This is an optimization exercise on Yosys and OpenROAD, whose aim is small area, not a production implementation. The RTL was checked by simulation tests, not by an equivalence proof against the original design.

Setup of 08-08:
// nvme_cmd_top
module nvme_cmd_top #( 
    parameter  BASE_ADDR_XDMA = 64'h4_0000_0000 ,
    parameter  BASE_ADDR_BRAM = 32'ha010_0000 ,
    parameter  BASE_ADDR_BAR = 32'ha000_0000 ,
    parameter  PRPLIST_HEAP = 64'ha012_0000 ,
    parameter  ADDR_WIDTH = 32'd64 ,
    parameter  DATA_WIDTH = 32'd128 ,
    parameter  BLOCK_SIZE_EXP = 20 ,  
    parameter ASQ_ADDR = 32'ha010_0000 ,
    parameter ACQ_ADDR = 32'ha010_1000 ,
    parameter IO_SIZE = 16'h003f ,
    parameter IOSQ_ADDR = 32'ha010_2000 ,
    parameter IOCQ_ADDR = 32'ha010_3000 ,
    parameter idController_ADDR = 32'ha010_4000 ,
    parameter idNamespace_ADDR = 32'ha010_5000
) (  
    input clk_in ,
    input resetb ,
    input link_up ,  
    input init_start ,   
    output init_finish ,  
    input write_in_start , 
    output write_in_start_ack ,
    input write_done_ack ,
    output write_done ,
    input read_in_start ,  
    output read_in_start_ack ,
    input data_transfer_ready ,
    input [63:0]prp1_addr ,
    input [63:0]destLBA_in ,
    input [63:0]bytesToRead_or_Write ,
    input read_done_ack ,
    output read_done ,
    output                           bus_arvalid,
    input                            bus_arready,
    output [63:0]                    bus_araddr,
    output [1:0]                     bus_arburst,
    output [3:0]                     bus_arcache,
    output [7:0]                     bus_arlen,
    output [2:0]                     bus_arprot,
    output [2:0]                     bus_arsize,
    output [11:0]                    bus_aruser,
    output                             bus_arid,
    input                            bus_rvalid,
    input  [31:0]                    bus_rdata,
    input                            bus_rlast,
    input  [1:0]                     bus_rresp,
    input                            bus_rid,
    output                           bus_rready,
    input                            bus_awready,
    output                           bus_awvalid,
    output [63:0]                    bus_awaddr,
  ...
For scale: roughly 9700 cells after synthesis, ~2100 flip-flops, roughly 1300 I/O pins, roughly 99000 µm² of cells after synthesis.
==> flow/config.mk <==
export PLATFORM = sky130hd
export DESIGN_NAME = nvme_cmd_top
export DESIGN_NICKNAME = nvme_cmd_top
export VERILOG_FILES = /design/flow/design.v
export SDC_FILE = /design/flow/constraint.sdc
export NUM_CORES = 4
export LEC_CHECK = 0
export CAP_MARGIN = 20
export CORE_MARGIN = 2
export CORE_UTILIZATION = 40
export PLACE_DENSITY = 0.6
export SLEW_MARGIN = 20
==> flow/constraint.sdc <==
create_clock -name core_clock -period 10.0 [get_ports {clk_in}]
set_input_delay 2.0000 -clock core_clock [delete_from_list [all_inputs] [get_ports {clk_in}]]
set_output_delay 2.0000 -clock core_clock [all_outputs]
set_load 0.01 [all_outputs]
standard.sh (not shown) runs the stock make flow with config.mk's settings and CLKGATE_MAP_FILE= SYNTH_SCRIPT=/design/flow/synth_recipe.tcl, a recipe that flattens the netlist after the stock synthesis.
==> flow/flow/run.sh <==
#!/bin/bash
set -euo pipefail
export BUFFER_PORTS_ARGS="-buffer_cell sky130_fd_sc_hd__buf_1"
export CTS_ARGS="-sink_clustering_enable -repair_clock_nets -dont_use_dummy_load"
bash standard.sh > standard_sh.log 2>&1
Every stage of the flow completed for 08-08, and the final layout passed the timing, design-rule and antenna checks.
### 08-08 -> 08-10
==> flow/run.sh (new file) <==
#!/bin/bash
# synth_recipe.tcl (not shown) runs the flow's synth.tcl, then flattens the netlist and writes it again
# the make line also repeats each setting of config.mk as NAME=value (left out here)
make -C /OpenROAD-flow-scripts/flow DESIGN_CONFIG=/design/flow/config.mk WORK_HOME=/design/flow/orfs CLKGATE_MAP_FILE= SYNTH_SCRIPT=/design/flow/synth_recipe.tcl finish
removed: flow/flow/run.sh
removed: flow/standard.sh
Results
08-10 | stages: all done | timing, DRC, antenna: all pass
Going from 08-08 to 08-10, headroom to the max-slew limit went down by 8.9 points, flip-flop and latch count barely changed, via count of the first global-routing pass grew by about 0.9%, setup slack saw a decrease, total congestion overflow after global routing now sits at about the same level.
08-10 has utilization above what 08-08 had.
Re post-placement worst setup slack: 08-08 was higher than 08-10.
End point of the critical path: cmd_rdata[31] -> 08-10, cmd_rdata[13] -> 08-08

nvme_cmd_top, a different RTL version from the one above (not shown whole).
Size: ~9200 cells after synthesis, roughly 1900 flip-flops, about 0.090 mm2 of cells after synthesis.
export LEC_CHECK = 0
export CAP_MARGIN = 0
export CORE_MARGIN = 2
export CORE_UTILIZATION = 70
export PLACE_DENSITY = 0.8
export SLEW_MARGIN = 0
create_clock -name core_clock -period 10.0 [get_ports {clk_in}]
==> flow/flow/run.sh <==
#!/bin/bash
set -euo pipefail
export BUFFER_PORTS_ARGS="-buffer_cell sky130_fd_sc_hd__buf_1"
export CTS_ARGS="-sink_clustering_enable -repair_clock_nets -dont_use_dummy_load -sink_clustering_size 16 -sink_clustering_max_diameter 60 -buf_list sky130_fd_sc_hd__clkbuf_8"
bash standard.sh > standard_sh.log 2>&1
The starting point finished clean.
Rerun with:
==> flow/flow/run.sh (replaced) <==
#!/bin/bash
set -euo pipefail
export BUFFER_PORTS_ARGS="-buffer_cell sky130_fd_sc_hd__buf_1"
export CTS_ARGS="-sink_clustering_enable -repair_clock_nets -dont_use_dummy_load -sink_clustering_size 24 -sink_clustering_max_diameter 80 -buf_list sky130_fd_sc_hd__clkbuf_16"
bash standard.sh > standard_sh.log 2>&1
Settings changed: CORE_UTILIZATION 70 to 65, PLACE_DENSITY 0.8 to 0.75.
What happened: The new run finished clean. Setup slack loses 0.14 ns. Design area went up by 0.50%. Register-to-register slack is worse by 0.08 ns. Wire length climbs by 0.70%. Worst hold slack hardly moves.

-- what the ideal ports hide --
No port has a modelled driver above. Below, the same layouts with a new extraction and two added sets of constraints. Step 1 assumes that a clkbuf_16 drives the clock port and a buf_2 every other input. Step 2 times the ports against the registers' clock, not the clock port: input delays grow and output delays shrink by t, the midpoint of the rising clock arrivals with the driver on. Slacks: ideal ports / drivers / drivers and shift; pairs: ideal ports / drivers.
| run | t (ns) | setup WS [ns] | worst setup path after step 2 | latest minus earliest clock arrival (ns) |
|---|---|---|---|---|
| 08-08 | 0.922 | 3.645 / 3.548 / 3.573 | input to register | 0.151 / 0.150 |
| 08-10 | 0.944 | 3.269 / 3.166 / 3.295 | input to register | 0.119 / 0.119 |
| the first run of note 2 | 0.983 | 2.889 / 2.801 / 3.014 | input to register | 0.118 / 0.118 |
| the second run of note 2 | 0.820 | 2.746 / 2.656 / 3.174 | input to register | 0.090 / 0.090 |
After both steps every run listed still meets setup and hold. For 08-08, which loses most, drivers alone change the setup slack by -0.097 ns; drivers and shift together by -0.072 ns.
